This design comes from an exercise in tuning for small area, a short achievable clock period and few clock cycles on the open sky130 flow, not from production work.
Only simulation tests tie the RTL to the original design; equivalence was not proved.
Power is estimated from default activity; no workload was simulated.

<file path="design/flow/flow/run.sh">
#!/bin/bash
# Own flow: the standard layout (standard synthesis, floorplan, placement,
# CTS, routing); only the timing repair is asked to leave a setup margin,
# and port buffers use another buffer cell. Clock and constraints unchanged.
set -e
bash standard.sh SETUP_SLACK_MARGIN=22.7 "BUFFER_PORTS_ARGS=-buffer_cell sky130_fd_sc_hd__buf_1" finish > standard_finish.log 2>&1
</file>
<file path="design/flow/standard.sh">
#!/bin/bash
# synth_recipe.tcl (not shown) runs the flow's synth.tcl, then flattens the netlist and writes it again
# the make line also repeats each setting of config.mk as NAME=value (left out here)
make -C /OpenROAD-flow-scripts/flow DESIGN_CONFIG=/design/flow/config.mk WORK_HOME=/design/flow/orfs CLKGATE_MAP_FILE= SYNTH_SCRIPT=/design/flow/synth_recipe.tcl "${@:-finish}"
</file>
<file path="design/flow/config.mk">
export PLATFORM = sky130hd
export DESIGN_NAME = divider1
export DESIGN_NICKNAME = divider1
export VERILOG_FILES = /design/flow/design.v
export SDC_FILE = /design/flow/constraint.sdc
export NUM_CORES = 8
export LEC_CHECK = 0
export ABC_AREA = 1
export CAP_MARGIN = 20
export CORE_MARGIN = 2
export CORE_UTILIZATION = 40
export SLEW_MARGIN = 20
export SYNTH_HIERARCHICAL = 1
</file>
<file path="design/flow/constraint.sdc">
create_clock -name core_clock -period 32.0 [get_ports {clk}]
set_input_delay 6.4000 -clock core_clock [delete_from_list [all_inputs] [get_ports {clk}]]
set_output_delay 6.4000 -clock core_clock [all_outputs]
set_load 0.01 [all_outputs]
</file>
<file path="design/flow/design.v">
module D_FF (q, d, reset, clk);
	output logic q;
	input logic d, reset, clk;
	always_ff @(posedge clk)
		if (reset)
			q <= 0;  
		else
			q <= d;  
endmodule
module FF_en(q, d, en, reset, clk);
	output q;
	input d, en, reset, clk;
	wire dat;
	D_FF ff(.q, .d(dat), .reset, .clk);
	NAND_MUX_2x1 muxs(.out(dat), .select(en), .invSelect(~en), .in({d, q}));
endmodule
module NAND_MUX_2x1(out, select, invSelect, in);
	output out;
	input select, invSelect;
	input [1:0] in;
	wire one, zero;
	nand oneNand(one, select, in[1]);
	nand zeroNand(zero, invSelect, in[0]);
	nand sumNand(out, one, zero);
endmodule
module NAND_MUX_4x1(out, select, invSelect, in);
	output out;
	input [1:0] select, invSelect;
	input [3:0] in;
	wire three, two, one, zero;
	nand zeroNand(zero, in[0], invSelect[1], invSelect[0]);
	nand oneNand(one, in[1], invSelect[1], select[0]);
	nand twoNand(two, in[2], select[1], invSelect[0]);
	nand threeNand(three, in[3], select[1], select[0]);
	nand sumNand(out, three, two, one, zero);
endmodule
module adderC65 (val1, val2, Cin, valOut);
	input logic [64:0] val1, val2;
	input logic Cin;
	output logic [64:0] valOut; 
	logic [64:0] cinToCout;
	genvar i;
	generate
		for(i=0; i<64; i++) begin : eachAdder
			full_adder adder(.S(valOut[i+1]), .Cout(cinToCout[i+1]), .A(val1[i+1]), .B(val2[i+1]), .Cin(cinToCout[i]));
		end
	endgenerate
	full_adder startAdder(.S(valOut[0]), .Cout(cinToCout[0]), .A(val1[0]), .B(val2[0]), .Cin);
endmodule
module divider1(quotient, valid_out, divisor, dividend, valid_in, rst, clk);
  output [63:0] quotient;
  output valid_out;
  input [63:0] divisor, dividend;
  input valid_in, rst, clk;
  localparam int K  = 3;                     
  localparam int DW = 67 + K;                
  localparam int JW = 5;                     
  logic          busy;
  logic          first;   
  logic          vo;
  logic [63:0]   rr;      
  logic [DW-1:0] nd;      
  logic          sbn;     
  logic [63:0]   rq;      
  logic          neg;     
  logic [JW-1:0] cnt;     
  assign valid_out = vo | quick;
  div_neg u_neg(.q(rq), .neg(neg), .y(quotient));
  wire        sa = dividend[63];
  wire        sb = divisor[63];
  wire [63:0] ma;
  div_abs u_abs(.a(dividend), .y(ma));
  wire [7:0]  t;
  wire        az, bz;
  div_len u_len(.a(dividend), .b(divisor), .t(t), .az(az), .bz(bz));
  logic [7:0]   tr;          
  logic         azr, bzr;    
  wire        zq = azr | (tr[7] & (tr != 8'hff));     
  wire        quick = first & (zq | bzr);              
  wire [JW-1:0] j0;
  div_ncyc #(.K(K), .JW(JW)) u_ncyc(.x(tr[6:0]), .j(j0));
  logic [DW-1:0] dsh;
  always_comb begin
    dsh = nd;
    for (int k = 0; k < JW; k++) if (first & j0[k]) dsh = (dsh << (K << k)) | ~({DW{1'b1}} << (K << k));
  end
  wire [DW-1:0] ndeff = dsh ^ {DW{first & sbn}};    
  function automatic logic [64:0] addc(input logic [DW-1:0] a, input logic [DW-1:0] b, input logic cin);
    logic [DW:0] g, p, G, P;
    g = {a & b, cin};
    p = {a ^ b, 1'b0};
    G = g; P = p;
    for (int l = 0; (1 << l) < DW + 1; l++) begin
      logic [DW:0] G2, P2;
      G2 = G; P2 = P;
      for (int i = 0; i < DW + 1; i++) begin
        if ((i >> l) & 1) begin
          G2[i] = G[i] | (P[i] & G[((i >> l) << l) - 1]);
          P2[i] = P[i] & P[((i >> l) << l) - 1];
        end
      end
      G = G2; P = P2;
    end
    addc[64] = G[DW];
    for (int i = 0; i < 64; i++) addc[i] = p[i+1] ^ G[i];
  endfunction
  logic [63:0]   rnext;
  logic [K-1:0]  qb;
  always_comb begin
    logic [63:0]   r;
    logic [64:0]   t;
    r = rr;
    for (int j = 0; j < K; j++) begin
      if (j == 0) t = addc({{(DW-64){1'b0}}, r}, nd, ~sbn);
      else        t = addc({{(DW-64){1'b0}}, r}, ~(~ndeff >> j), ~sbn);
      qb[K-1-j] = t[64] & ~(j == 0 && first);
      if (qb[K-1-j]) r = t[63:0];
    end
    rnext = r;
  end
  wire last = ((first ? j0 : cnt) == '0);
  always_ff @(posedge clk) begin
    if (rst) begin
      busy  <= 1'b0;
      first <= 1'b0;
      vo    <= 1'b0;
    end else if (!busy) begin
      busy  <= valid_in;
      first <= valid_in;
      vo    <= 1'b0;
    end else begin
      busy  <= ~last & ~quick;
      first <= 1'b0;
      vo    <= last & ~quick;
    end
  end
  always_ff @(posedge clk) begin
    if (!busy) begin
      rr    <= ma;
      nd    <= ~({{(DW-64){sb}}, divisor} << (K - 1));
      tr    <= t;
      azr   <= az;
      bzr   <= bz;
      sbn   <= sb;
      rq    <= {63'd0, bz};
      neg   <= bz ? ~sa : (sa ^ sb);
    end else begin
      rr    <= rnext;
      nd    <= ~(~ndeff >> K);
      cnt   <= (first ? j0 : cnt) - 1'b1;
      rq    <= {rq[63-K:0], qb};
    end
  end
endmodule
module div_neg(input [63:0] q, input neg, output [63:0] y);
  assign y = neg ? (64'd0 - q) : q;
endmodule
module div_len(input [63:0] a, input [63:0] b, output [7:0] t, output az, output bz);
  function automatic logic [6:0] msb(input logic [63:0] x);
    logic [63:0] v; logic [5:0] p [64];
    for (int i = 0; i < 64; i++) begin v[i] = x[i]; p[i] = 6'(i); end
    for (int l = 0; l < 6; l++) begin
      for (int i = 0; i < (32 >> l); i++) begin
        p[i] = v[2*i+1] ? p[2*i+1] : p[2*i];
        v[i] = v[2*i+1] | v[2*i];
      end
    end
    msb = {v[0], p[0]};
  endfunction
  wire [6:0]  ta = msb({1'b0, a[62:0] ^ a[63:1]});
  wire [6:0]  tb = msb({1'b0, b[62:0] ^ b[63:1]});
  wire [7:0]  ia = ta[6] ? {2'b0, ta[5:0]} : 8'hff;
  wire [7:0]  nib = tb[6] ? ~{2'b0, tb[5:0]} : 8'h00;    
  wire [8:0]  tt = {ia, 1'b1} + {nib, a[63]};
  assign t  = tt[8:1];
  assign bz = ~tb[6] & ~b[63];
  assign az = ~ta[6] & ~a[63];
endmodule
module div_ncyc #(parameter int K = 3, parameter int JW = 5)(input [6:0] x, output logic [JW-1:0] j);
  always_comb begin
    j = '0;
    for (int i = 0; i < 128; i++) if (x == 7'(i)) j = JW'((((i + 1) % 128) + 1) / K);
  end
endmodule
module div_abs(input [63:0] a, output [63:0] y);
  assign y = a[63] ? (64'd0 - a) : a;
endmodule
module full_adder(S, Cout, A, B, Cin);
	output S, Cout;
	input A, B, Cin;
	wire AB, AC, BC;
	xor sum(S, A, B, Cin);
	nand ab(AB, A, B);
	nand ac(AC, A, Cin);
	nand bc(BC, B, Cin);
	nand abc(Cout, AB, AC, BC);
endmodule
module mux_2x1_X65(outs, select, invSelect, ins);
	output [64:0] outs;
	input select, invSelect;
	input [1:0][64:0] ins;
		NAND_MUX_2x1 m7(.out(outs[7]), .select, .invSelect, .in({ins[1][7], ins[0][7]}));
	NAND_MUX_2x1 m6(.out(outs[6]), .select, .invSelect, .in({ins[1][6], ins[0][6]}));
	NAND_MUX_2x1 m5(.out(outs[5]), .select, .invSelect, .in({ins[1][5], ins[0][5]}));
	NAND_MUX_2x1 m4(.out(outs[4]), .select, .invSelect, .in({ins[1][4], ins[0][4]}));
	NAND_MUX_2x1 m3(.out(outs[3]), .select, .invSelect, .in({ins[1][3], ins[0][3]}));
	NAND_MUX_2x1 m2(.out(outs[2]), .select, .invSelect, .in({ins[1][2], ins[0][2]}));
	NAND_MUX_2x1 m1(.out(outs[1]), .select, .invSelect, .in({ins[1][1], ins[0][1]}));
	NAND_MUX_2x1 m0(.out(outs[0]), .select, .invSelect, .in({ins[1][0], ins[0][0]}));
		NAND_MUX_2x1 m15(.out(outs[15]), .select, .invSelect, .in({ins[1][15], ins[0][15]}));
	NAND_MUX_2x1 m14(.out(outs[14]), .select, .invSelect, .in({ins[1][14], ins[0][14]}));
	NAND_MUX_2x1 m13(.out(outs[13]), .select, .invSelect, .in({ins[1][13], ins[0][13]}));
	NAND_MUX_2x1 m12(.out(outs[12]), .select, .invSelect, .in({ins[1][12], ins[0][12]}));
	NAND_MUX_2x1 m11(.out(outs[11]), .select, .invSelect, .in({ins[1][11], ins[0][11]}));
	NAND_MUX_2x1 m10(.out(outs[10]), .select, .invSelect, .in({ins[1][10], ins[0][10]}));
	NAND_MUX_2x1 m9(.out(outs[9]), .select, .invSelect, .in({ins[1][9], ins[0][9]}));
	NAND_MUX_2x1 m8(.out(outs[8]), .select, .invSelect, .in({ins[1][8], ins[0][8]}));
		NAND_MUX_2x1 m23(.out(outs[23]), .select, .invSelect, .in({ins[1][23], ins[0][23]}));
	NAND_MUX_2x1 m22(.out(outs[22]), .select, .invSelect, .in({ins[1][22], ins[0][22]}));
	NAND_MUX_2x1 m21(.out(outs[21]), .select, .invSelect, .in({ins[1][21], ins[0][21]}));
	NAND_MUX_2x1 m20(.out(outs[20]), .select, .invSelect, .in({ins[1][20], ins[0][20]}));
	NAND_MUX_2x1 m19(.out(outs[19]), .select, .invSelect, .in({ins[1][19], ins[0][19]}));
	NAND_MUX_2x1 m18(.out(outs[18]), .select, .invSelect, .in({ins[1][18], ins[0][18]}));
	NAND_MUX_2x1 m17(.out(outs[17]), .select, .invSelect, .in({ins[1][17], ins[0][17]}));
	NAND_MUX_2x1 m16(.out(outs[16]), .select, .invSelect, .in({ins[1][16], ins[0][16]}));
		NAND_MUX_2x1 m31(.out(outs[31]), .select, .invSelect, .in({ins[1][31], ins[0][31]}));
	NAND_MUX_2x1 m30(.out(outs[30]), .select, .invSelect, .in({ins[1][30], ins[0][30]}));
	NAND_MUX_2x1 m29(.out(outs[29]), .select, .invSelect, .in({ins[1][29], ins[0][29]}));
	NAND_MUX_2x1 m28(.out(outs[28]), .select, .invSelect, .in({ins[1][28], ins[0][28]}));
	NAND_MUX_2x1 m27(.out(outs[27]), .select, .invSelect, .in({ins[1][27], ins[0][27]}));
	NAND_MUX_2x1 m26(.out(outs[26]), .select, .invSelect, .in({ins[1][26], ins[0][26]}));
	NAND_MUX_2x1 m25(.out(outs[25]), .select, .invSelect, .in({ins[1][25], ins[0][25]}));
	NAND_MUX_2x1 m24(.out(outs[24]), .select, .invSelect, .in({ins[1][24], ins[0][24]}));
		NAND_MUX_2x1 m39(.out(outs[39]), .select, .invSelect, .in({ins[1][39], ins[0][39]}));
	NAND_MUX_2x1 m38(.out(outs[38]), .select, .invSelect, .in({ins[1][38], ins[0][38]}));
	NAND_MUX_2x1 m37(.out(outs[37]), .select, .invSelect, .in({ins[1][37], ins[0][37]}));
	NAND_MUX_2x1 m36(.out(outs[36]), .select, .invSelect, .in({ins[1][36], ins[0][36]}));
	NAND_MUX_2x1 m35(.out(outs[35]), .select, .invSelect, .in({ins[1][35], ins[0][35]}));
	NAND_MUX_2x1 m34(.out(outs[34]), .select, .invSelect, .in({ins[1][34], ins[0][34]}));
	NAND_MUX_2x1 m33(.out(outs[33]), .select, .invSelect, .in({ins[1][33], ins[0][33]}));
	NAND_MUX_2x1 m32(.out(outs[32]), .select, .invSelect, .in({ins[1][32], ins[0][32]}));
		NAND_MUX_2x1 m47(.out(outs[47]), .select, .invSelect, .in({ins[1][47], ins[0][47]}));
	NAND_MUX_2x1 m46(.out(outs[46]), .select, .invSelect, .in({ins[1][46], ins[0][46]}));
	NAND_MUX_2x1 m45(.out(outs[45]), .select, .invSelect, .in({ins[1][45], ins[0][45]}));
	NAND_MUX_2x1 m44(.out(outs[44]), .select, .invSelect, .in({ins[1][44], ins[0][44]}));
	NAND_MUX_2x1 m43(.out(outs[43]), .select, .invSelect, .in({ins[1][43], ins[0][43]}));
	NAND_MUX_2x1 m42(.out(outs[42]), .select, .invSelect, .in({ins[1][42], ins[0][42]}));
	NAND_MUX_2x1 m41(.out(outs[41]), .select, .invSelect, .in({ins[1][41], ins[0][41]}));
	NAND_MUX_2x1 m40(.out(outs[40]), .select, .invSelect, .in({ins[1][40], ins[0][40]}));
		NAND_MUX_2x1 m55(.out(outs[55]), .select, .invSelect, .in({ins[1][55], ins[0][55]}));
	NAND_MUX_2x1 m54(.out(outs[54]), .select, .invSelect, .in({ins[1][54], ins[0][54]}));
	NAND_MUX_2x1 m53(.out(outs[53]), .select, .invSelect, .in({ins[1][53], ins[0][53]}));
	NAND_MUX_2x1 m52(.out(outs[52]), .select, .invSelect, .in({ins[1][52], ins[0][52]}));
	NAND_MUX_2x1 m51(.out(outs[51]), .select, .invSelect, .in({ins[1][51], ins[0][51]}));
	NAND_MUX_2x1 m50(.out(outs[50]), .select, .invSelect, .in({ins[1][50], ins[0][50]}));
	NAND_MUX_2x1 m49(.out(outs[49]), .select, .invSelect, .in({ins[1][49], ins[0][49]}));
	NAND_MUX_2x1 m48(.out(outs[48]), .select, .invSelect, .in({ins[1][48], ins[0][48]}));
		NAND_MUX_2x1 m63(.out(outs[63]), .select, .invSelect, .in({ins[1][63], ins[0][63]}));
	NAND_MUX_2x1 m62(.out(outs[62]), .select, .invSelect, .in({ins[1][62], ins[0][62]}));
	NAND_MUX_2x1 m61(.out(outs[61]), .select, .invSelect, .in({ins[1][61], ins[0][61]}));
	NAND_MUX_2x1 m60(.out(outs[60]), .select, .invSelect, .in({ins[1][60], ins[0][60]}));
	NAND_MUX_2x1 m59(.out(outs[59]), .select, .invSelect, .in({ins[1][59], ins[0][59]}));
	NAND_MUX_2x1 m58(.out(outs[58]), .select, .invSelect, .in({ins[1][58], ins[0][58]}));
	NAND_MUX_2x1 m57(.out(outs[57]), .select, .invSelect, .in({ins[1][57], ins[0][57]}));
	NAND_MUX_2x1 m56(.out(outs[56]), .select, .invSelect, .in({ins[1][56], ins[0][56]}));
		NAND_MUX_2x1 m64(.out(outs[64]), .select, .invSelect, .in({ins[1][64], ins[0][64]}));
endmodule
module mux_4x1_X65(outs, select, invSelect, ins);
	output [64:0] outs;
	input [1:0] select, invSelect;
	input [3:0][64:0] ins;
		NAND_MUX_4x1 m7(.out(outs[7]), .select, .invSelect, .in({ins[3][7], ins[2][7], ins[1][7], ins[0][7]}));
	NAND_MUX_4x1 m6(.out(outs[6]), .select, .invSelect, .in({ins[3][6], ins[2][6], ins[1][6], ins[0][6]}));
	NAND_MUX_4x1 m5(.out(outs[5]), .select, .invSelect, .in({ins[3][5], ins[2][5], ins[1][5], ins[0][5]}));
	NAND_MUX_4x1 m4(.out(outs[4]), .select, .invSelect, .in({ins[3][4], ins[2][4], ins[1][4], ins[0][4]}));
	NAND_MUX_4x1 m3(.out(outs[3]), .select, .invSelect, .in({ins[3][3], ins[2][3], ins[1][3], ins[0][3]}));
	NAND_MUX_4x1 m2(.out(outs[2]), .select, .invSelect, .in({ins[3][2], ins[2][2], ins[1][2], ins[0][2]}));
	NAND_MUX_4x1 m1(.out(outs[1]), .select, .invSelect, .in({ins[3][1], ins[2][1], ins[1][1], ins[0][1]}));
	NAND_MUX_4x1 m0(.out(outs[0]), .select, .invSelect, .in({ins[3][0], ins[2][0], ins[1][0], ins[0][0]}));
		NAND_MUX_4x1 m15(.out(outs[15]), .select, .invSelect, .in({ins[3][15], ins[2][15], ins[1][7], ins[0][15]}));
	NAND_MUX_4x1 m14(.out(outs[14]), .select, .invSelect, .in({ins[3][14], ins[2][14], ins[1][7], ins[0][14]}));
	NAND_MUX_4x1 m13(.out(outs[13]), .select, .invSelect, .in({ins[3][13], ins[2][13], ins[1][7], ins[0][13]}));
	NAND_MUX_4x1 m12(.out(outs[12]), .select, .invSelect, .in({ins[3][12], ins[2][12], ins[1][7], ins[0][12]}));
	NAND_MUX_4x1 m11(.out(outs[11]), .select, .invSelect, .in({ins[3][11], ins[2][11], ins[1][7], ins[0][11]}));
	NAND_MUX_4x1 m10(.out(outs[10]), .select, .invSelect, .in({ins[3][10], ins[2][10], ins[1][7], ins[0][10]}));
	NAND_MUX_4x1 m9(.out(outs[9]), .select, .invSelect, .in({ins[3][9], ins[2][9], ins[1][7], ins[0][9]}));
	NAND_MUX_4x1 m8(.out(outs[8]), .select, .invSelect, .in({ins[3][8], ins[2][8], ins[1][7], ins[0][8]}));
		NAND_MUX_4x1 m23(.out(outs[23]), .select, .invSelect, .in({ins[3][23], ins[2][23], ins[1][23], ins[0][23]}));
	NAND_MUX_4x1 m22(.out(outs[22]), .select, .invSelect, .in({ins[3][22], ins[2][22], ins[1][22], ins[0][22]}));
	NAND_MUX_4x1 m21(.out(outs[21]), .select, .invSelect, .in({ins[3][21], ins[2][21], ins[1][21], ins[0][21]}));
	NAND_MUX_4x1 m20(.out(outs[20]), .select, .invSelect, .in({ins[3][20], ins[2][20], ins[1][20], ins[0][20]}));
	NAND_MUX_4x1 m19(.out(outs[19]), .select, .invSelect, .in({ins[3][19], ins[2][19], ins[1][19], ins[0][19]}));
	NAND_MUX_4x1 m18(.out(outs[18]), .select, .invSelect, .in({ins[3][18], ins[2][18], ins[1][18], ins[0][18]}));
	NAND_MUX_4x1 m17(.out(outs[17]), .select, .invSelect, .in({ins[3][17], ins[2][17], ins[1][17], ins[0][17]}));
	NAND_MUX_4x1 m16(.out(outs[16]), .select, .invSelect, .in({ins[3][16], ins[2][16], ins[1][16], ins[0][16]}));
		NAND_MUX_4x1 m31(.out(outs[31]), .select, .invSelect, .in({ins[3][31], ins[2][31], ins[1][31], ins[0][31]}));
	NAND_MUX_4x1 m30(.out(outs[30]), .select, .invSelect, .in({ins[3][30], ins[2][30], ins[1][30], ins[0][30]}));
	NAND_MUX_4x1 m29(.out(outs[29]), .select, .invSelect, .in({ins[3][29], ins[2][29], ins[1][29], ins[0][29]}));
	NAND_MUX_4x1 m28(.out(outs[28]), .select, .invSelect, .in({ins[3][28], ins[2][28], ins[1][28], ins[0][28]}));
	NAND_MUX_4x1 m27(.out(outs[27]), .select, .invSelect, .in({ins[3][27], ins[2][27], ins[1][27], ins[0][27]}));
	NAND_MUX_4x1 m26(.out(outs[26]), .select, .invSelect, .in({ins[3][26], ins[2][26], ins[1][26], ins[0][26]}));
	NAND_MUX_4x1 m25(.out(outs[25]), .select, .invSelect, .in({ins[3][25], ins[2][25], ins[1][25], ins[0][25]}));
	NAND_MUX_4x1 m24(.out(outs[24]), .select, .invSelect, .in({ins[3][24], ins[2][24], ins[1][24], ins[0][24]}));
		NAND_MUX_4x1 m39(.out(outs[39]), .select, .invSelect, .in({ins[3][39], ins[2][39], ins[1][39], ins[0][39]}));
	NAND_MUX_4x1 m38(.out(outs[38]), .select, .invSelect, .in({ins[3][38], ins[2][38], ins[1][38], ins[0][38]}));
	NAND_MUX_4x1 m37(.out(outs[37]), .select, .invSelect, .in({ins[3][37], ins[2][37], ins[1][37], ins[0][37]}));
	NAND_MUX_4x1 m36(.out(outs[36]), .select, .invSelect, .in({ins[3][36], ins[2][36], ins[1][36], ins[0][36]}));
	NAND_MUX_4x1 m35(.out(outs[35]), .select, .invSelect, .in({ins[3][35], ins[2][35], ins[1][35], ins[0][35]}));
	NAND_MUX_4x1 m34(.out(outs[34]), .select, .invSelect, .in({ins[3][34], ins[2][34], ins[1][34], ins[0][34]}));
	NAND_MUX_4x1 m33(.out(outs[33]), .select, .invSelect, .in({ins[3][33], ins[2][33], ins[1][33], ins[0][33]}));
	NAND_MUX_4x1 m32(.out(outs[32]), .select, .invSelect, .in({ins[3][32], ins[2][32], ins[1][32], ins[0][32]}));
		NAND_MUX_4x1 m47(.out(outs[47]), .select, .invSelect, .in({ins[3][47], ins[2][47], ins[1][47], ins[0][47]}));
	NAND_MUX_4x1 m46(.out(outs[46]), .select, .invSelect, .in({ins[3][46], ins[2][46], ins[1][46], ins[0][46]}));
	NAND_MUX_4x1 m45(.out(outs[45]), .select, .invSelect, .in({ins[3][45], ins[2][45], ins[1][45], ins[0][45]}));
	NAND_MUX_4x1 m44(.out(outs[44]), .select, .invSelect, .in({ins[3][44], ins[2][44], ins[1][44], ins[0][44]}));
	NAND_MUX_4x1 m43(.out(outs[43]), .select, .invSelect, .in({ins[3][43], ins[2][43], ins[1][43], ins[0][43]}));
	NAND_MUX_4x1 m42(.out(outs[42]), .select, .invSelect, .in({ins[3][42], ins[2][42], ins[1][42], ins[0][42]}));
	NAND_MUX_4x1 m41(.out(outs[41]), .select, .invSelect, .in({ins[3][41], ins[2][41], ins[1][41], ins[0][41]}));
	NAND_MUX_4x1 m40(.out(outs[40]), .select, .invSelect, .in({ins[3][40], ins[2][40], ins[1][40], ins[0][40]}));
		NAND_MUX_4x1 m55(.out(outs[55]), .select, .invSelect, .in({ins[3][55], ins[2][55], ins[1][55], ins[0][55]}));
	NAND_MUX_4x1 m54(.out(outs[54]), .select, .invSelect, .in({ins[3][54], ins[2][54], ins[1][54], ins[0][54]}));
	NAND_MUX_4x1 m53(.out(outs[53]), .select, .invSelect, .in({ins[3][53], ins[2][53], ins[1][53], ins[0][53]}));
	NAND_MUX_4x1 m52(.out(outs[52]), .select, .invSelect, .in({ins[3][52], ins[2][52], ins[1][52], ins[0][52]}));
	NAND_MUX_4x1 m51(.out(outs[51]), .select, .invSelect, .in({ins[3][51], ins[2][51], ins[1][51], ins[0][51]}));
	NAND_MUX_4x1 m50(.out(outs[50]), .select, .invSelect, .in({ins[3][50], ins[2][50], ins[1][50], ins[0][50]}));
	NAND_MUX_4x1 m49(.out(outs[49]), .select, .invSelect, .in({ins[3][49], ins[2][49], ins[1][49], ins[0][49]}));
	NAND_MUX_4x1 m48(.out(outs[48]), .select, .invSelect, .in({ins[3][48], ins[2][48], ins[1][48], ins[0][48]}));
		NAND_MUX_4x1 m63(.out(outs[63]), .select, .invSelect, .in({ins[3][63], ins[2][63], ins[1][63], ins[0][63]}));
	NAND_MUX_4x1 m62(.out(outs[62]), .select, .invSelect, .in({ins[3][62], ins[2][62], ins[1][62], ins[0][62]}));
	NAND_MUX_4x1 m61(.out(outs[61]), .select, .invSelect, .in({ins[3][61], ins[2][61], ins[1][61], ins[0][61]}));
	NAND_MUX_4x1 m60(.out(outs[60]), .select, .invSelect, .in({ins[3][60], ins[2][60], ins[1][60], ins[0][60]}));
	NAND_MUX_4x1 m59(.out(outs[59]), .select, .invSelect, .in({ins[3][59], ins[2][59], ins[1][59], ins[0][59]}));
	NAND_MUX_4x1 m58(.out(outs[58]), .select, .invSelect, .in({ins[3][58], ins[2][58], ins[1][58], ins[0][58]}));
	NAND_MUX_4x1 m57(.out(outs[57]), .select, .invSelect, .in({ins[3][57], ins[2][57], ins[1][57], ins[0][57]}));
	NAND_MUX_4x1 m56(.out(outs[56]), .select, .invSelect, .in({ins[3][56], ins[2][56], ins[1][56], ins[0][56]}));
		NAND_MUX_4x1 m64(.out(outs[64]), .select, .invSelect, .in({ins[3][64], ins[2][64], ins[1][64], ins[0][64]}));
endmodule
module norifier(outs, ins1, ins0);
	output [63:0] outs;
	input [63:0] ins1, ins0;
		nor oa7(outs[7], ins1[7], ins0[7]);
	nor oa6(outs[6], ins1[6], ins0[6]);
	nor oa5(outs[5], ins1[5], ins0[5]);
	nor oa4(outs[4], ins1[4], ins0[4]);
	nor oa3(outs[3], ins1[3], ins0[3]);
	nor oa2(outs[2], ins1[2], ins0[2]);
	nor oa1(outs[1], ins1[1], ins0[1]);
	nor oa0(outs[0], ins1[0], ins0[0]);
		nor oa15(outs[15], ins1[15], ins0[15]);
	nor oa14(outs[14], ins1[14], ins0[14]);
	nor oa13(outs[13], ins1[13], ins0[13]);
	nor oa12(outs[12], ins1[12], ins0[12]);
	nor oa11(outs[11], ins1[11], ins0[11]);
	nor oa10(outs[10], ins1[10], ins0[10]);
	nor oa9(outs[9], ins1[9], ins0[9]);
	nor oa8(outs[8], ins1[8], ins0[8]);
		nor oa23(outs[23], ins1[23], ins0[23]);
	nor oa22(outs[22], ins1[22], ins0[22]);
	nor oa21(outs[21], ins1[21], ins0[21]);
	nor oa20(outs[20], ins1[20], ins0[20]);
	nor oa19(outs[19], ins1[19], ins0[19]);
	nor oa18(outs[18], ins1[18], ins0[18]);
	nor oa17(outs[17], ins1[17], ins0[17]);
	nor oa16(outs[16], ins1[16], ins0[16]);
		nor oa31(outs[31], ins1[31], ins0[31]);
	nor oa30(outs[30], ins1[30], ins0[30]);
	nor oa29(outs[29], ins1[29], ins0[29]);
	nor oa28(outs[28], ins1[28], ins0[28]);
	nor oa27(outs[27], ins1[27], ins0[27]);
	nor oa26(outs[26], ins1[26], ins0[26]);
	nor oa25(outs[25], ins1[25], ins0[25]);
	nor oa24(outs[24], ins1[24], ins0[24]);
		nor oa39(outs[39], ins1[39], ins0[39]);
	nor oa38(outs[38], ins1[38], ins0[38]);
	nor oa37(outs[37], ins1[37], ins0[37]);
	nor oa36(outs[36], ins1[36], ins0[36]);
	nor oa35(outs[35], ins1[35], ins0[35]);
	nor oa34(outs[34], ins1[34], ins0[34]);
	nor oa33(outs[33], ins1[33], ins0[33]);
	nor oa32(outs[32], ins1[32], ins0[32]);
		nor oa47(outs[47], ins1[47], ins0[47]);
	nor oa46(outs[46], ins1[46], ins0[46]);
	nor oa45(outs[45], ins1[45], ins0[45]);
	nor oa44(outs[44], ins1[44], ins0[44]);
	nor oa43(outs[43], ins1[43], ins0[43]);
	nor oa42(outs[42], ins1[42], ins0[42]);
	nor oa41(outs[41], ins1[41], ins0[41]);
	nor oa40(outs[40], ins1[40], ins0[40]);
		nor oa55(outs[55], ins1[55], ins0[55]);
	nor oa54(outs[54], ins1[54], ins0[54]);
	nor oa53(outs[53], ins1[53], ins0[53]);
	nor oa52(outs[52], ins1[52], ins0[52]);
	nor oa51(outs[51], ins1[51], ins0[51]);
	nor oa50(outs[50], ins1[50], ins0[50]);
	nor oa49(outs[49], ins1[49], ins0[49]);
	nor oa48(outs[48], ins1[48], ins0[48]);
		nor oa63(outs[63], ins1[63], ins0[63]);
	nor oa62(outs[62], ins1[62], ins0[62]);
	nor oa61(outs[61], ins1[61], ins0[61]);
	nor oa60(outs[60], ins1[60], ins0[60]);
	nor oa59(outs[59], ins1[59], ins0[59]);
	nor oa58(outs[58], ins1[58], ins0[58]);
	nor oa57(outs[57], ins1[57], ins0[57]);
	nor oa56(outs[56], ins1[56], ins0[56]);
endmodule
module registerX64(outs, ins, en, rst, clk);
	output [63:0] outs;
	input [63:0] ins;
	input en, rst, clk;
		FF_en r7(.q(outs[7]), .d(ins[7]), .en, .reset(rst), .clk);
	FF_en r6(.q(outs[6]), .d(ins[6]), .en, .reset(rst), .clk);
	FF_en r5(.q(outs[5]), .d(ins[5]), .en, .reset(rst), .clk);
	FF_en r4(.q(outs[4]), .d(ins[4]), .en, .reset(rst), .clk);
	FF_en r3(.q(outs[3]), .d(ins[3]), .en, .reset(rst), .clk);
	FF_en r2(.q(outs[2]), .d(ins[2]), .en, .reset(rst), .clk);
	FF_en r1(.q(outs[1]), .d(ins[1]), .en, .reset(rst), .clk);
	FF_en r0(.q(outs[0]), .d(ins[0]), .en, .reset(rst), .clk);
		FF_en r15(.q(outs[15]), .d(ins[15]), .en, .reset(rst), .clk);
	FF_en r14(.q(outs[14]), .d(ins[14]), .en, .reset(rst), .clk);
	FF_en r13(.q(outs[13]), .d(ins[13]), .en, .reset(rst), .clk);
	FF_en r12(.q(outs[12]), .d(ins[12]), .en, .reset(rst), .clk);
	FF_en r11(.q(outs[11]), .d(ins[11]), .en, .reset(rst), .clk);
	FF_en r10(.q(outs[10]), .d(ins[10]), .en, .reset(rst), .clk);
	FF_en r9(.q(outs[9]), .d(ins[9]), .en, .reset(rst), .clk);
	FF_en r8(.q(outs[8]), .d(ins[8]), .en, .reset(rst), .clk);
		FF_en r23(.q(outs[23]), .d(ins[23]), .en, .reset(rst), .clk);
	FF_en r22(.q(outs[22]), .d(ins[22]), .en, .reset(rst), .clk);
	FF_en r21(.q(outs[21]), .d(ins[21]), .en, .reset(rst), .clk);
	FF_en r20(.q(outs[20]), .d(ins[20]), .en, .reset(rst), .clk);
	FF_en r19(.q(outs[19]), .d(ins[19]), .en, .reset(rst), .clk);
	FF_en r18(.q(outs[18]), .d(ins[18]), .en, .reset(rst), .clk);
	FF_en r17(.q(outs[17]), .d(ins[17]), .en, .reset(rst), .clk);
	FF_en r16(.q(outs[16]), .d(ins[16]), .en, .reset(rst), .clk);
		FF_en r31(.q(outs[31]), .d(ins[31]), .en, .reset(rst), .clk);
	FF_en r30(.q(outs[30]), .d(ins[30]), .en, .reset(rst), .clk);
	FF_en r29(.q(outs[29]), .d(ins[29]), .en, .reset(rst), .clk);
	FF_en r28(.q(outs[28]), .d(ins[28]), .en, .reset(rst), .clk);
	FF_en r27(.q(outs[27]), .d(ins[27]), .en, .reset(rst), .clk);
	FF_en r26(.q(outs[26]), .d(ins[26]), .en, .reset(rst), .clk);
	FF_en r25(.q(outs[25]), .d(ins[25]), .en, .reset(rst), .clk);
	FF_en r24(.q(outs[24]), .d(ins[24]), .en, .reset(rst), .clk);
		FF_en r39(.q(outs[39]), .d(ins[39]), .en, .reset(rst), .clk);
	FF_en r38(.q(outs[38]), .d(ins[38]), .en, .reset(rst), .clk);
	FF_en r37(.q(outs[37]), .d(ins[37]), .en, .reset(rst), .clk);
	FF_en r36(.q(outs[36]), .d(ins[36]), .en, .reset(rst), .clk);
	FF_en r35(.q(outs[35]), .d(ins[35]), .en, .reset(rst), .clk);
	FF_en r34(.q(outs[34]), .d(ins[34]), .en, .reset(rst), .clk);
	FF_en r33(.q(outs[33]), .d(ins[33]), .en, .reset(rst), .clk);
	FF_en r32(.q(outs[32]), .d(ins[32]), .en, .reset(rst), .clk);
		FF_en r47(.q(outs[47]), .d(ins[47]), .en, .reset(rst), .clk);
	FF_en r46(.q(outs[46]), .d(ins[46]), .en, .reset(rst), .clk);
	FF_en r45(.q(outs[45]), .d(ins[45]), .en, .reset(rst), .clk);
	FF_en r44(.q(outs[44]), .d(ins[44]), .en, .reset(rst), .clk);
	FF_en r43(.q(outs[43]), .d(ins[43]), .en, .reset(rst), .clk);
	FF_en r42(.q(outs[42]), .d(ins[42]), .en, .reset(rst), .clk);
	FF_en r41(.q(outs[41]), .d(ins[41]), .en, .reset(rst), .clk);
	FF_en r40(.q(outs[40]), .d(ins[40]), .en, .reset(rst), .clk);
		FF_en r55(.q(outs[55]), .d(ins[55]), .en, .reset(rst), .clk);
	FF_en r54(.q(outs[54]), .d(ins[54]), .en, .reset(rst), .clk);
	FF_en r53(.q(outs[53]), .d(ins[53]), .en, .reset(rst), .clk);
	FF_en r52(.q(outs[52]), .d(ins[52]), .en, .reset(rst), .clk);
	FF_en r51(.q(outs[51]), .d(ins[51]), .en, .reset(rst), .clk);
	FF_en r50(.q(outs[50]), .d(ins[50]), .en, .reset(rst), .clk);
	FF_en r49(.q(outs[49]), .d(ins[49]), .en, .reset(rst), .clk);
	FF_en r48(.q(outs[48]), .d(ins[48]), .en, .reset(rst), .clk);
		FF_en r63(.q(outs[63]), .d(ins[63]), .en, .reset(rst), .clk);
	FF_en r62(.q(outs[62]), .d(ins[62]), .en, .reset(rst), .clk);
	FF_en r61(.q(outs[61]), .d(ins[61]), .en, .reset(rst), .clk);
	FF_en r60(.q(outs[60]), .d(ins[60]), .en, .reset(rst), .clk);
	FF_en r59(.q(outs[59]), .d(ins[59]), .en, .reset(rst), .clk);
	FF_en r58(.q(outs[58]), .d(ins[58]), .en, .reset(rst), .clk);
	FF_en r57(.q(outs[57]), .d(ins[57]), .en, .reset(rst), .clk);
	FF_en r56(.q(outs[56]), .d(ins[56]), .en, .reset(rst), .clk);
endmodule
module registerX65(outs, ins, en, rst, clk);
	output [64:0] outs;
	input [64:0] ins;
	input en, rst, clk;
		FF_en r7(.q(outs[7]), .d(ins[7]), .en, .reset(rst), .clk);
	FF_en r6(.q(outs[6]), .d(ins[6]), .en, .reset(rst), .clk);
	FF_en r5(.q(outs[5]), .d(ins[5]), .en, .reset(rst), .clk);
	FF_en r4(.q(outs[4]), .d(ins[4]), .en, .reset(rst), .clk);
	FF_en r3(.q(outs[3]), .d(ins[3]), .en, .reset(rst), .clk);
	FF_en r2(.q(outs[2]), .d(ins[2]), .en, .reset(rst), .clk);
	FF_en r1(.q(outs[1]), .d(ins[1]), .en, .reset(rst), .clk);
	FF_en r0(.q(outs[0]), .d(ins[0]), .en, .reset(rst), .clk);
		FF_en r15(.q(outs[15]), .d(ins[15]), .en, .reset(rst), .clk);
	FF_en r14(.q(outs[14]), .d(ins[14]), .en, .reset(rst), .clk);
	FF_en r13(.q(outs[13]), .d(ins[13]), .en, .reset(rst), .clk);
	FF_en r12(.q(outs[12]), .d(ins[12]), .en, .reset(rst), .clk);
	FF_en r11(.q(outs[11]), .d(ins[11]), .en, .reset(rst), .clk);
	FF_en r10(.q(outs[10]), .d(ins[10]), .en, .reset(rst), .clk);
	FF_en r9(.q(outs[9]), .d(ins[9]), .en, .reset(rst), .clk);
	FF_en r8(.q(outs[8]), .d(ins[8]), .en, .reset(rst), .clk);
		FF_en r23(.q(outs[23]), .d(ins[23]), .en, .reset(rst), .clk);
	FF_en r22(.q(outs[22]), .d(ins[22]), .en, .reset(rst), .clk);
	FF_en r21(.q(outs[21]), .d(ins[21]), .en, .reset(rst), .clk);
	FF_en r20(.q(outs[20]), .d(ins[20]), .en, .reset(rst), .clk);
	FF_en r19(.q(outs[19]), .d(ins[19]), .en, .reset(rst), .clk);
	FF_en r18(.q(outs[18]), .d(ins[18]), .en, .reset(rst), .clk);
	FF_en r17(.q(outs[17]), .d(ins[17]), .en, .reset(rst), .clk);
	FF_en r16(.q(outs[16]), .d(ins[16]), .en, .reset(rst), .clk);
		FF_en r31(.q(outs[31]), .d(ins[31]), .en, .reset(rst), .clk);
	FF_en r30(.q(outs[30]), .d(ins[30]), .en, .reset(rst), .clk);
	FF_en r29(.q(outs[29]), .d(ins[29]), .en, .reset(rst), .clk);
	FF_en r28(.q(outs[28]), .d(ins[28]), .en, .reset(rst), .clk);
	FF_en r27(.q(outs[27]), .d(ins[27]), .en, .reset(rst), .clk);
	FF_en r26(.q(outs[26]), .d(ins[26]), .en, .reset(rst), .clk);
	FF_en r25(.q(outs[25]), .d(ins[25]), .en, .reset(rst), .clk);
	FF_en r24(.q(outs[24]), .d(ins[24]), .en, .reset(rst), .clk);
		FF_en r39(.q(outs[39]), .d(ins[39]), .en, .reset(rst), .clk);
	FF_en r38(.q(outs[38]), .d(ins[38]), .en, .reset(rst), .clk);
	FF_en r37(.q(outs[37]), .d(ins[37]), .en, .reset(rst), .clk);
	FF_en r36(.q(outs[36]), .d(ins[36]), .en, .reset(rst), .clk);
	FF_en r35(.q(outs[35]), .d(ins[35]), .en, .reset(rst), .clk);
	FF_en r34(.q(outs[34]), .d(ins[34]), .en, .reset(rst), .clk);
	FF_en r33(.q(outs[33]), .d(ins[33]), .en, .reset(rst), .clk);
	FF_en r32(.q(outs[32]), .d(ins[32]), .en, .reset(rst), .clk);
		FF_en r47(.q(outs[47]), .d(ins[47]), .en, .reset(rst), .clk);
	FF_en r46(.q(outs[46]), .d(ins[46]), .en, .reset(rst), .clk);
	FF_en r45(.q(outs[45]), .d(ins[45]), .en, .reset(rst), .clk);
	FF_en r44(.q(outs[44]), .d(ins[44]), .en, .reset(rst), .clk);
	FF_en r43(.q(outs[43]), .d(ins[43]), .en, .reset(rst), .clk);
	FF_en r42(.q(outs[42]), .d(ins[42]), .en, .reset(rst), .clk);
	FF_en r41(.q(outs[41]), .d(ins[41]), .en, .reset(rst), .clk);
	FF_en r40(.q(outs[40]), .d(ins[40]), .en, .reset(rst), .clk);
		FF_en r55(.q(outs[55]), .d(ins[55]), .en, .reset(rst), .clk);
	FF_en r54(.q(outs[54]), .d(ins[54]), .en, .reset(rst), .clk);
	FF_en r53(.q(outs[53]), .d(ins[53]), .en, .reset(rst), .clk);
	FF_en r52(.q(outs[52]), .d(ins[52]), .en, .reset(rst), .clk);
	FF_en r51(.q(outs[51]), .d(ins[51]), .en, .reset(rst), .clk);
	FF_en r50(.q(outs[50]), .d(ins[50]), .en, .reset(rst), .clk);
	FF_en r49(.q(outs[49]), .d(ins[49]), .en, .reset(rst), .clk);
	FF_en r48(.q(outs[48]), .d(ins[48]), .en, .reset(rst), .clk);
		FF_en r63(.q(outs[63]), .d(ins[63]), .en, .reset(rst), .clk);
	FF_en r62(.q(outs[62]), .d(ins[62]), .en, .reset(rst), .clk);
	FF_en r61(.q(outs[61]), .d(ins[61]), .en, .reset(rst), .clk);
	FF_en r60(.q(outs[60]), .d(ins[60]), .en, .reset(rst), .clk);
	FF_en r59(.q(outs[59]), .d(ins[59]), .en, .reset(rst), .clk);
	FF_en r58(.q(outs[58]), .d(ins[58]), .en, .reset(rst), .clk);
	FF_en r57(.q(outs[57]), .d(ins[57]), .en, .reset(rst), .clk);
	FF_en r56(.q(outs[56]), .d(ins[56]), .en, .reset(rst), .clk);
		FF_en r64(.q(outs[64]), .d(ins[64]), .en, .reset(rst), .clk);
endmodule
module xnorifier(outs, ins1, ins0);
	output [63:0] outs;
	input [63:0] ins1, ins0;
		xnor  xoa7(outs[7], ins1[7], ins0[7]);
	xnor xoa6(outs[6], ins1[6], ins0[6]);
	xnor xoa5(outs[5], ins1[5], ins0[5]);
	xnor xoa4(outs[4], ins1[4], ins0[4]);
	xnor xoa3(outs[3], ins1[3], ins0[3]);
	xnor xoa2(outs[2], ins1[2], ins0[2]);
	xnor xoa1(outs[1], ins1[1], ins0[1]);
	xnor xoa0(outs[0], ins1[0], ins0[0]);
		xnor xoa15(outs[15], ins1[15], ins0[15]);
	xnor xoa14(outs[14], ins1[14], ins0[14]);
	xnor xoa13(outs[13], ins1[13], ins0[13]);
	xnor xoa12(outs[12], ins1[12], ins0[12]);
	xnor xoa11(outs[11], ins1[11], ins0[11]);
	xnor xoa10(outs[10], ins1[10], ins0[10]);
	xnor xoa9(outs[9], ins1[9], ins0[9]);
	xnor xoa8(outs[8], ins1[8], ins0[8]);
		xnor xoa23(outs[23], ins1[23], ins0[23]);
	xnor xoa22(outs[22], ins1[22], ins0[22]);
	xnor xoa21(outs[21], ins1[21], ins0[21]);
	xnor xoa20(outs[20], ins1[20], ins0[20]);
	xnor xoa19(outs[19], ins1[19], ins0[19]);
	xnor xoa18(outs[18], ins1[18], ins0[18]);
	xnor xoa17(outs[17], ins1[17], ins0[17]);
	xnor xoa16(outs[16], ins1[16], ins0[16]);
		xnor xoa31(outs[31], ins1[31], ins0[31]);
	xnor xoa30(outs[30], ins1[30], ins0[30]);
	xnor xoa29(outs[29], ins1[29], ins0[29]);
	xnor xoa28(outs[28], ins1[28], ins0[28]);
	xnor xoa27(outs[27], ins1[27], ins0[27]);
	xnor xoa26(outs[26], ins1[26], ins0[26]);
	xnor xoa25(outs[25], ins1[25], ins0[25]);
	xnor xoa24(outs[24], ins1[24], ins0[24]);
		xnor xoa39(outs[39], ins1[39], ins0[39]);
	xnor xoa38(outs[38], ins1[38], ins0[38]);
	xnor xoa37(outs[37], ins1[37], ins0[37]);
	xnor xoa36(outs[36], ins1[36], ins0[36]);
	xnor xoa35(outs[35], ins1[35], ins0[35]);
	xnor xoa34(outs[34], ins1[34], ins0[34]);
	xnor xoa33(outs[33], ins1[33], ins0[33]);
	xnor xoa32(outs[32], ins1[32], ins0[32]);
		xnor xoa47(outs[47], ins1[47], ins0[47]);
	xnor xoa46(outs[46], ins1[46], ins0[46]);
	xnor xoa45(outs[45], ins1[45], ins0[45]);
	xnor xoa44(outs[44], ins1[44], ins0[44]);
	xnor xoa43(outs[43], ins1[43], ins0[43]);
	xnor xoa42(outs[42], ins1[42], ins0[42]);
	xnor xoa41(outs[41], ins1[41], ins0[41]);
	xnor xoa40(outs[40], ins1[40], ins0[40]);
		xnor xoa55(outs[55], ins1[55], ins0[55]);
	xnor xoa54(outs[54], ins1[54], ins0[54]);
	xnor xoa53(outs[53], ins1[53], ins0[53]);
	xnor xoa52(outs[52], ins1[52], ins0[52]);
	xnor xoa51(outs[51], ins1[51], ins0[51]);
	xnor xoa50(outs[50], ins1[50], ins0[50]);
	xnor xoa49(outs[49], ins1[49], ins0[49]);
	xnor xoa48(outs[48], ins1[48], ins0[48]);
		xnor xoa63(outs[63], ins1[63], ins0[63]);
	xnor xoa62(outs[62], ins1[62], ins0[62]);
	xnor xoa61(outs[61], ins1[61], ins0[61]);
	xnor xoa60(outs[60], ins1[60], ins0[60]);
	xnor xoa59(outs[59], ins1[59], ins0[59]);
	xnor xoa58(outs[58], ins1[58], ins0[58]);
	xnor xoa57(outs[57], ins1[57], ins0[57]);
	xnor xoa56(outs[56], ins1[56], ins0[56]);
endmodule
</file>
==> impl_metrics.tcl, run 1 <==
set metrics [dict create \
    status "complete, no violations" \
    netSwitchingPower_uw 1860 \
    initial_core_util_pct 40.3 \
    drt_iter0_drc 3521 \
    synth-main-ff-cell "dfxtp_1" \
    critPathKind "reg -> reg" \
    finish.net_count 5789 \
    fin_crit_ns 9.78 \
    clock_sinks 216 \
    slew_headroom_pct 24.4 \
    netlist_top_cells_count "1674 x nand2_1, 650 x inv_1, 464 x nor2_1" \
    worst_setup_hold_path_clk_slew_ns 0.07 \
    crit_family "simple AND/OR/NAND/NOR gates" \
    cts_hold_buffers 0 \
    power_density_nw_per_um2 94.3 \
    post_synth_edffs 17 \
    cts_made_buffers 29 \
    seqPwrFrac_pct 11.5 \
    ios 196 \
    drcViolationCount 0 \
    yosys.area.top_type_share_pct 21.0 \
    htree_levels 1 \
    yosys_register_bits 216 \
    setup.worst_path.start_class "flip-flop" \
    post_synth_inst_count 5148 \
    cp_endpoint_kind "flip-flop" \
    synthTopCellsByArea "nand2_1 21%, dfxtp_1 13%, ha_1 8.4%" \
    mean_routed_wirelength_per_cell_um 20.8 \
    antenna_violating_nets_post_route 0 \
    setup_repair_after_global_routing_missed_its_margin "true" \
    power_switching_share_pct 54.7 \
    p_total_uw 3390 \
    grt_pass1_wl_mm 195 \
    critical_path_maximum_fanout 14 \
    clockRootBuffer "clkbuf_16" \
    synth-async-reset-ratio_pct 0 \
    clock.fmax_mhz 102 \
    dieHeight_um 278 \
    place.port_buffers 195 \
    post_route_cells_drive_above_1_share_pct 12.2 \
    critical_path_arrival_ns 10.34 \
    gr-usage-all-layers_pct 33.1 \
    critical-path-max-stage-delay_ns 0.55 \
    timing.critical_path.mode_cell "buf_4" \
    synth.largest_area_cell "nand2_1" \
    num_rows 100 \
    intPower_uw 1540 \
    cap_viol_max_count 0 \
    layout_worst_path_cycle_share_pct 30.6 \
    share_comb_of_total_power_pct 77.7 \
    max_slew.worst_pin.slew_ns 1.12 \
    dp_hpwl_mm 96.6 \
    vdd.ir_drop.worst_uv 58.8 \
    design.core.area_um2 74300 \
    worst-path-buf-inv 25 \
    power.leakage_uw 0.0190 \
    synth.yosys.seq_area_share_pct 15.0 \
    vias_in_the_first_global_route 32330 \
    drt_pass1_iterations 6 \
    skew_ns 0.0342 \
    gp_congestion 0.983 \
    detail_route.vias_per_cell 5.44 \
    die_area_um2 77100 \
    slew_violations 0 \
    setup-violations-final 0 \
    power.share.clock_pct 10.8 \
    syn_to_final_growth_pct 20.1 \
    hold_viol_final 0 \
    clock_path_buffers 3 \
    final.setup.tns_ns 0 \
    die_x_um 278 \
    grt_start_max_net_pins 183 \
    synthesis.yosys.warnings 11 \
    synth_area_per_inst_um2 5.82 \
    req_time_crit_path_ns 32.56 \
    synth.distinct_cells 72 \
    yosys.cell_count.top_type "nand2_1" \
    drt_wl_total_mm 134 \
    clk-insertion-delay-late_ns 0.63 \
    antenna_found_initial 18 \
    vias 35040 \
    hold_path_class "reg -> reg" \
    cpMaxStageDelayCell "edfxtp_1" \
    finish.instance_area_um2 36000 \
    grt_overflow 0 \
    tritoncts "yes" \
    syn-cell-area_um2 29900 \
    placed_area_um2 31400 \
    synthesis.nets 5497 \
]
logic make-up after synthesis:
kind of cell | Yosys count | share of synthesized area (%)
simple gates | 2773 | 39.8
buf+inv | 838 | 11.0
compound gates | 782 | 15.1
xor+xnor | 301 | 8.83
fa+ha+maj | 218 | 9.56
flops | 216 | 15.0
mux | 20 | 0.668
flip-flops by register name, indices dropped and copies added, names as in the netlist:
name	count
first	1
vo	1
rq	64
sbn	1
rr	64
bzr	1
azr	1
nd	68
tr	8
busy	1
cnt	5
neg	1
tightest hold or removal path: cells and delay by family, from the launching register on:
family | cells | cell delay [ns]
and+or+nand+nor | 1 | 0.06
DFF | 1 | 0.32
buffers and inverters | 1 | 0.03
what timing repair did:
action,in CTS,in global routing
gates resized for setup,227,162
setup buffers,116,36
pin swaps,39,51
gates cloned,31,7
setup endpoints to repair,68,70
placed cells by master, fill, tap and decap left out, types with 26 or more instances in the layout:
cell / n
a21oi_1: 164
buf_1: 193
buf_4: 135
clkbuf_16: 36
dfxtp_1: 197
ha_1: 196
inv_1: 638
inv_2: 39
nand2_1: 1649
nand2_2: 52
nand3_1: 331
nand4_1: 62
nor2_1: 435
nor2_2: 57
nor2_4: 26
o21ai_0: 309
o21ai_1: 84
o21ai_2: 32
o21bai_1: 31
xnor2_1: 74
xor2_1: 210
worst paths after layout:
kind	startpoint	endpoint	slack, ns	cells past startpoint
worst min register to register	rq[1]$_SDFF_PN0_	rq[4]$_SDFF_PN0_	0.45	2
worst max-delay path	tr[3]$_DFFE_PN_	rr[1]$_DFF_P_	22.22	71
worst min-delay path	rq[1]$_SDFF_PN0_	rq[4]$_SDFF_PN0_	0.45	2
worst max register to register	tr[3]$_DFFE_PN_	rr[1]$_DFF_P_	22.22	71
per-stage QoR:
stage / utilization [%] / setup WS (ns) / std cells / hold WS [ns]
after CTS: 47.2 / 22.63 / 6389 / 0.456
after floorplan: - / 22.90 / 5148 / 0.429
after global routing: 48.4 / 21.75 / 6441 / 0.480
after global placement: 42.3 / 18.66 / 6188 / 0.442
final: 48.4 / 22.22 / 6441 / 0.451
after detailed placement: 42.3 / 18.31 / 6188 / 0.445
power groups by stage:
| stage | Sequential (uW) | Combinational, uW | Clock (uW) |
|---|---|---|---|
| after detailed placement | 394 | 2110 | 0 |
| after global placement | 395 | 2110 | 0 |
| after CTS | 387 | 2420 | 374 |
| final | 391 | 2640 | 367 |
| after global routing | 393 | 2870 | 379 |
| after floorplan | 359 | 1610 | 0 |
modules after synthesis (local to each module, per instance), a selection:
| module | cells inside | area, um2 |
|---|---|---|
| div_abs | 479 | 2420 |
| div_len | 804 | 3700 |
| div_neg | 498 | 2470 |
| divider1 | 3241 | 20800 |
final cells by class:
cell class,count,area (um2)
Antenna cell,9,22.5
Clock buffer,39,846
Clock inverter,15,200
Fill cell,7945,38300
Inverter,691,2680
Multi-Input combinational cell,4097,23200
Sequential cell,216,4500
Tap cell,969,1210
Timing Repair Buffer,400,3300
Timing Repair inverter,5,60.1
metal layers:
metal  GRT usage [%]  vias up  share of wire [%]
li1                -    17071                  -
met5           0.250        -              0.075
met2            51.5     1711                 42
met4            18.8       14                7.2
met1            42.5    15823                 40
met3            6.70      421                 10
Testbench counts, summed over its fixed seeds: cycles 6,098.
==> run 2, diff against run 1 <==
==> design/flow/flow/run.sh (replaced) <==
#!/bin/bash
# Own flow: the standard layout (standard synthesis, floorplan, placement,
# CTS, routing); only the timing repair is asked to leave a setup margin,
# and port buffers use another buffer cell. Clock and constraints unchanged.
set -e
bash standard.sh SETUP_SLACK_MARGIN=22.5 "BUFFER_PORTS_ARGS=-buffer_cell sky130_fd_sc_hd__buf_1" finish > standard_finish.log 2>&1
--- a/design/flow/config.mk
+++ b/design/flow/config.mk
@@ -5,7 +5,6 @@
 export SDC_FILE = /design/flow/constraint.sdc
 export NUM_CORES = 8
 export LEC_CHECK = 0
-export ABC_AREA = 1
 export CAP_MARGIN = 20
 export CORE_MARGIN = 2
 export CORE_UTILIZATION = 40
==> run 2 against run 1 <==
Against the previous run:
- via count down 13%
- synthesized cell count down 30%
- global-route usage down 1.3 points
- final cell count down 25%
- total power up 0.90%
- core utilization up 0.86 points
- clock-buffer cell count down 3
- register-to-register slack better by 0.35 ns
- sequential share of layout area up 0.63 points
- largest cell class unchanged
- largest power group unchanged
==> impl_metrics.tcl, run 2 <==
set metrics [dict create \
    status "complete, no violations" \
    mean_routed_wirelength_per_cell_um 25.2 \
    num_rows 97 \
    cap_viol_max_count 0 \
    synth-async-reset-ratio_pct 0 \
    initial_core_util_pct 40.2 \
    grt_pass1_wl_mm 173 \
    design.core.area_um2 69800 \
    grt_overflow 0 \
    ios 196 \
    synth.largest_area_cell "dfxtp_1" \
    clk-insertion-delay-late_ns 0.61 \
    hold_viol_final 0 \
    synth.yosys.seq_area_share_pct 16.0 \
    cts_made_buffers 29 \
    setup-violations-final 0 \
    finish.instance_area_um2 34400 \
    layout_setup_ws_ns 22.53 \
    fillerInstances 6870 \
    vias_in_the_first_global_route 26918 \
    place.port_buffers 195 \
    gr-usage-all-layers_pct 31.8 \
    clockRootBuffer "clkbuf_16" \
    preCtsSetupSlack_ns 19.38 \
    req_time_crit_path_ns 32.34 \
    synthTopCellsByArea "dfxtp_1 14%, ha_1 8.9%, xnor2_1 7.5%" \
    post_synth_edffs 17 \
    clock_sinks 216 \
    finish.net_count 4213 \
    drt_wl_total_mm 122 \
    register_area_um2 4520 \
    clock_path_buffers 3 \
    biggest_registers_after_layout "nd: 68 flops, rq: 64 flops, rr: 64 flops" \
    slew_violations 0 \
    detail_route.vias_per_cell 6.31 \
    fin_cells 4833 \
    htree_levels 1 \
    syn-cell-area_um2 28100 \
    hold_path_class "reg -> reg" \
    post-route-util_pct 49.3 \
    dp_hpwl_mm 88.3 \
    antenna_violating_nets_post_route 0 \
    yosys.cell_count.top_type "nand2_1" \
    setup_repair_after_global_routing_missed_its_margin "true" \
    post_route_cells_drive_above_1_share_pct 20.0 \
    drt_iter0_drc 3426 \
    post_synth_inst_count 3587 \
    yosys_register_bits 216 \
    power.leakage_uw 0.0136 \
    vias 30500 \
    synth_area_per_inst_um2 7.82 \
    yosys.area.top_type_share_pct 14.2 \
    layout_worst_path_cycle_share_pct 29.6 \
    cts_hold_buffers 0 \
    drcViolationCount 0 \
    dieHeight_um 269 \
    synth-main-ff-cell "dfxtp_1" \
    largest_register_ffs 68 \
    vdd.ir_drop.worst_uv 57.3 \
    placed_cells 4602 \
    max_flop_register "nd" \
    critical_path_arrival_ns 9.81 \
    skew_ns 0.0190 \
    synth.distinct_cells 135 \
    final.setup.tns_ns 0 \
    fin_crit_ns 9.47 \
    setup.worst_path.start_class "input port" \
    critical_path_maximum_fanout 6 \
    mostFrequentLayoutCell "nand2_1" \
    tritoncts "yes" \
    power_density_nw_per_um2 99.6 \
    critPathKind "in -> reg" \
    die_area_um2 72300 \
    die_x_um 269 \
    drt_pass1_iterations 8 \
    synthesis.nets 3936 \
    mostFrequentLayoutCells "355 x nand2_1, 296 x nor2_1, 212 x xnor2_1, 204 x a21oi_1, 186 x dfxtp_1" \
    cp_endpoint_kind "flip-flop" \
    placed_area_um2 29600 \
    synthesis.yosys.warnings 11 \
    max_slew.worst_pin.slew_ns 1.04 \
    clock.fmax_mhz 106 \
    grt_start_max_net_pins 92 \
    netlist_top_cells_count "365 x nand2_1, 310 x nor2_1, 239 x xnor2_1" \
    worst_setup_hold_path_clk_slew_ns 0.06 \
    multi_input_comb_area_um2 24100 \
    syn_to_final_growth_pct 22.5 \
    gp_congestion 1.01 \
    slew_headroom_pct 30.1 \
    antenna_found_initial 5 \
]
[run 2: modules after synthesis (local to each module, per instance), a selection]
module	flops+latches	copies in the design	cells inside
div_len	0	1	529
divider1	216	1	2528
div_neg	0	1	206
div_abs	0	1	212
[run 2: routing by layer]
layer,GRT usage (%),wire length [um]
met5,0,28
met4,17.0,7810
met3,7.18,12900
met2,46.7,51100
met1,43.1,49800
[run 2: logic make-up after synthesis]
kind of cell,after synthesis,share of synthesized area [%]
xor gates and xnor gates,327,10.2
DFF,216,16.0
buffers and inverters,292,4.74
muxes,150,8.03
and+or+nand+nor,1358,25.0
AOI/OAI and AO/OA,1025,25.8
adders and majority gates,219,10.2
[run 2: path summary, 6_finish.rpt]
check        depth (start not counted)              start  slack [ns]                 to
max reg2reg                         41    tr[6]$_DFFE_PN_       22.57     rr[25]$_DFF_P_
min reg2reg                          1  rq[23]$_SDFF_PN0_        0.49  rq[26]$_SDFF_PN0_
max                                 14        divisor[63]       22.53    tr[6]$_DFFE_PN_
min                                  1  rq[23]$_SDFF_PN0_        0.49  rq[26]$_SDFF_PN0_
[run 2: area by class of cell]
cell class,count,area share (%)
diodes,6,0.0437
clock buffers,36,2.40
clock inverters,18,0.702
inverters,116,1.29
multi-input cells,3084,70.2
flip-flops and latches,216,13.1
well taps,940,3.42
repair buffers,417,8.78
[run 2: worst max-delay path, stage by stage]
cell and delay [ns]:
buf_1 0.40, nor2_1 0.16, a2bb2oi_1 0.80, nor2_1 0.21
o21ai_0 0.22, o2111ai_4 0.29, o31ai_4 0.14, ha_1 0.27
a21o_1 0.19, a21oi_2 0.16, nand2b_4 0.15, a21boi_2 0.06
o41ai_2 0.25, xnor2_1 0.11
[run 2: power breakdown]
part	switching (uW)	leakage [uW]	internal, uW
clock network	153	0.000528	219
registers	84.6	0.00182	327
logic	1520	0.0113	1120
total	1760	0.0136	1670
[run 2: metrics by stage]
step                power (uW)  hold slack [ns]
finish                    3420            0.494
global route              3620            0.515
CTS                       3150            0.499
detailed placement        2570            0.485
global placement          2580            0.480
floorplan                 2000            0.469
[run 2: what timing repair did]
| action | in CTS | in global routing |
|---|---|---|
| gates cloned | 14 | 6 |
| setup endpoints to repair | 71 | 92 |
| setup buffers | 69 | 82 |
| gates resized for setup | 229 | 183 |
| pin swaps | 50 | 99 |
==> run 3, diff against run 2 <==
==> design/flow/flow/run.sh (replaced) <==
#!/bin/bash
# Own flow: the standard layout (standard synthesis, floorplan, placement,
# CTS, routing); only the timing repair is asked to leave a setup margin,
# and port buffers use another buffer cell. Clock and constraints unchanged.
set -e
bash standard.sh SETUP_SLACK_MARGIN=21.7 "BUFFER_PORTS_ARGS=-buffer_cell sky130_fd_sc_hd__buf_1" finish > standard_finish.log 2>&1
==> run 3 against run 2 <==
Against the previous run:
- flip-flop and latch count did not move
- synthesized cell count did not move
- via count fell by 4.8%
- clock skew rose by 0.0013 ns
- total power fell by 11%
- critical endpoint unchanged
==> impl_metrics.tcl, run 3 <==
set metrics [dict create \
    syn-cell-area_um2 28100 \
    clockRootBuffer "clkbuf_16" \
    dieHeight_um 269 \
    fillerInstances 7028 \
    layout_setup_ws_ns 21.90 \
    drcViolationCount 0 \
    synthesis.yosys.warnings 11 \
    num_rows 97 \
    clock.fmax_mhz 99.0 \
    critPathKind "in -> reg" \
    layout_worst_path_cycle_share_pct 31.6 \
    skew_ns 0.0202 \
    synthTopCellsByArea "dfxtp_1 14%, ha_1 8.9%, xnor2_1 7.5%" \
    antenna_cells_inserted 0 \
    vdd.ir_drop.worst_uv 50.3 \
    preCtsSetupSlack_ns 19.69 \
    synth-compound-area-share_pct 25.8 \
    vias_in_the_first_global_route 26526 \
    netlist_top_cells_count "365 x nand2_1, 310 x nor2_1, 239 x xnor2_1" \
    power.share.clock_pct 11.2 \
    clk-insertion-delay-late_ns 0.60 \
    vias 29051 \
    hold_viol_final 0 \
    yosys.area_share.adder_pct 10.2 \
    tritoncts "yes" \
    detail_route.vias_per_cell 6.19 \
    max_slew.worst_pin.slew_ns 1.08 \
    cap_viol_max_count 0 \
    req_time_crit_path_ns 32.32 \
    intPower_uw 1470 \
    power_density_nw_per_um2 97.0 \
    share_comb_of_total_power_pct 75.1 \
    yosys.area.top_type_share_pct 14.2 \
    post_synth_edffs 17 \
    syn_to_final_growth_pct 12.3 \
    post_route_cells_drive_above_1_share_pct 12.1 \
    gp_congestion 1.02 \
    ios 196 \
    synthesis.nets 3936 \
    power.leakage_uw 0.0126 \
    seqPwrFrac_pct 13.7 \
    setup-violations-final 0 \
    grt_start_max_net_pins 105 \
    slew_violations 0 \
    post-route-util_pct 45.2 \
    critical_path_arrival_ns 10.41 \
    largest_register_ffs 68 \
    max_flop_register "nd" \
    fin_crit_ns 10.10 \
    combinational_family_with_the_most_area_after_synthesis "compound AO/OA/AOI/OAI gates" \
    cp_endpoint_kind "flip-flop" \
    hold_path_class "reg -> reg" \
    slew_headroom_pct 27.8 \
    yosys_register_bits 216 \
    drt_wl_total_mm 110 \
    gr-usage-all-layers_pct 29.4 \
    die_area_um2 72300 \
    finish.net_count 4079 \
    drt_pass1_iterations 6 \
    htree_levels 1 \
    cts_made_buffers 27 \
    biggest_registers_after_layout "nd: 68 flops, rq: 64 flops, rr: 64 flops" \
    grt_pass1_wl_mm 163 \
    clock_path_buffers 3 \
    power_switching_share_pct 51.9 \
    die_x_um 269 \
    synth-async-reset-ratio_pct 0 \
    synth.yosys.seq_area_share_pct 16.0 \
    netSwitchingPower_uw 1580 \
    antenna_violating_nets_post_route 0 \
    post_synth_inst_count 3587 \
    mean_routed_wirelength_per_cell_um 23.4 \
    final.setup.tns_ns 0 \
    mostFrequentLayoutCell "nand2_1" \
    initial_core_util_pct 40.2 \
    status "complete, no violations" \
    grt_overflow 0 \
    yosys.cell_count.top_type "nand2_1" \
    drt_iter0_drc 3029 \
    synth_simple_gate_area_share_pct 25.0 \
    mostFrequentLayoutCells "358 x nand2_1, 305 x nor2_1, 226 x a21oi_1, 224 x xnor2_1, 200 x ha_1" \
    setup_repair_after_global_routing_missed_its_margin "true" \
    clock_sinks 216 \
    antenna_found_initial 1 \
    setup.worst_path.start_class "input port" \
    critical_path_maximum_fanout 10 \
    worst_setup_hold_path_clk_slew_ns 0.06 \
    synth.largest_area_cell "dfxtp_1" \
    synth.distinct_cells 135 \
    synth-main-ff-cell "dfxtp_1" \
    synth_area_per_inst_um2 7.82 \
    place.port_buffers 195 \
    synth_mux_area_share_pct 8.03 \
    dp_hpwl_mm 83.7 \
    xor_xnor_fraction_of_synth_area_pct 10.2 \
    design.core.area_um2 69800 \
]
run 3: cell counts after synthesis:
Identical to the previous run, type by type.
run 3: power by group through the flow:
stage / clock network (uW) / logic (uW) / registers, uW
3_5_place_dp: 0 / 2130 / 425
3_3_place_gp: 0 / 2140 / 427
4_1_cts: 346 / 2190 / 413
2_1_floorplan: 0 / 1640 / 361
6_report: 343 / 2300 / 417
5_1_grt: 356 / 2500 / 415
run 3: cell type report:
type	count	area, um2	area share, %
clock buffers	34	732	2.32
clock inverters	16	235	0.746
inverters	116	444	1.41
multi-input cells	3081	22800	72.4
flip-flops and latches	216	4500	14.3
well taps	940	1180	3.73
repair buffers	288	1610	5.12
run 3: kinds of logic after synthesis:
logic type | count (synthesis)
multiplexers | 150
AND/OR/NAND/NOR | 1358
XOR/XNOR | 327
buffers and inverters | 292
AO/OA/AOI/OAI | 1025
adder cells (fa/ha/maj) | 219
flip-flops | 216
run 3: metal layers:
layer	share of wire [%]	global-route usage, %	vias to the layer above
met2	44	47.0	1430
met5	0.0073	0	-
met3	8.4	4.90	345
met4	8.3	19.6	2
li1	-	-	13685
met1	39	36.4	13589
run 3: what timing repair did:
item,in CTS,in global routing
pin swaps,7,8
hold buffers,0,0
setup endpoints to repair,66,69
buffers inserted,27,16
cloned,4,1
resized for setup,45,81
run 3: path summary, 6_finish.rpt:
path	startpoint	to	slack (ns)	cells past startpoint
min reg2reg	rq[21]$_SDFF_PN0_	rq[24]$_SDFF_PN0_	0.51	1
max	dividend[48]	tr[6]$_DFFE_PN_	21.90	15
max reg2reg	tr[3]$_DFFE_PN_	rr[43]$_DFF_P_	22.01	39
min	rq[21]$_SDFF_PN0_	rq[24]$_SDFF_PN0_	0.51	1
run 3: modules after synthesis (local to each module, per instance), excerpt:
module,copies in the design,cells inside
div_abs,1,212
divider1,1,2528
div_neg,1,206
div_len,1,529
run 3: worst max-delay path: stages:
cell and delay, ns:
buf_1 0.24, or4_1 0.58, o22a_1 0.25, nand4b_1 0.31, nor3_4 0.31, nor2b_2 0.29, clkinvlp_4 0.13, o31a_2 0.49
ha_1 0.34, a21o_1 0.16, a21oi_1 0.21, nand2b_1 0.13, a21boi_0 0.11, o41ai_1 0.32, xnor2_1 0.16
run 3: per-stage QoR:
stage	std cells	instance area, um2	total power, uW	hold WS, ns
after floorplan	3587	28100	2000	0.469
after CTS	4674	31000	2950	0.515
after global placement	4593	29500	2560	0.496
final	4691	31500	3060	0.512
after detailed placement	4593	29500	2550	0.500
after global routing	4691	31500	3270	0.543

[re-timing with driven ports]
The flow's constraints put no driver on any port. The routed layouts listed below were extracted and timed again, unchanged, in two steps. Step 1, drivers: a clkbuf_16 drives clk and a buf_2 each remaining input, both assumed. Step 2, shift: input delay + t, output delay - t, t = (earliest + latest rising clock arrival at the registers) / 2. This alone moves slack from input paths to output paths. Slacks: ideal / step 1 / step 2; pairs: ideal / step 1.
run	shift t [ns]	slack for setup (ns)	clock arrival spread, ns
run 1	0.675	22.215 / 22.215 / 22.125	0.035 / 0.034
run 2	0.671	22.528 / 22.516 / 21.886	0.019 / 0.019
run 3	0.651	21.904 / 21.943 / 21.292	0.021 / 0.021
After both steps every run listed still meets setup and hold. For run 2, which loses most, drivers alone change the setup slack by -0.012 ns; drivers and shift together by -0.642 ns.
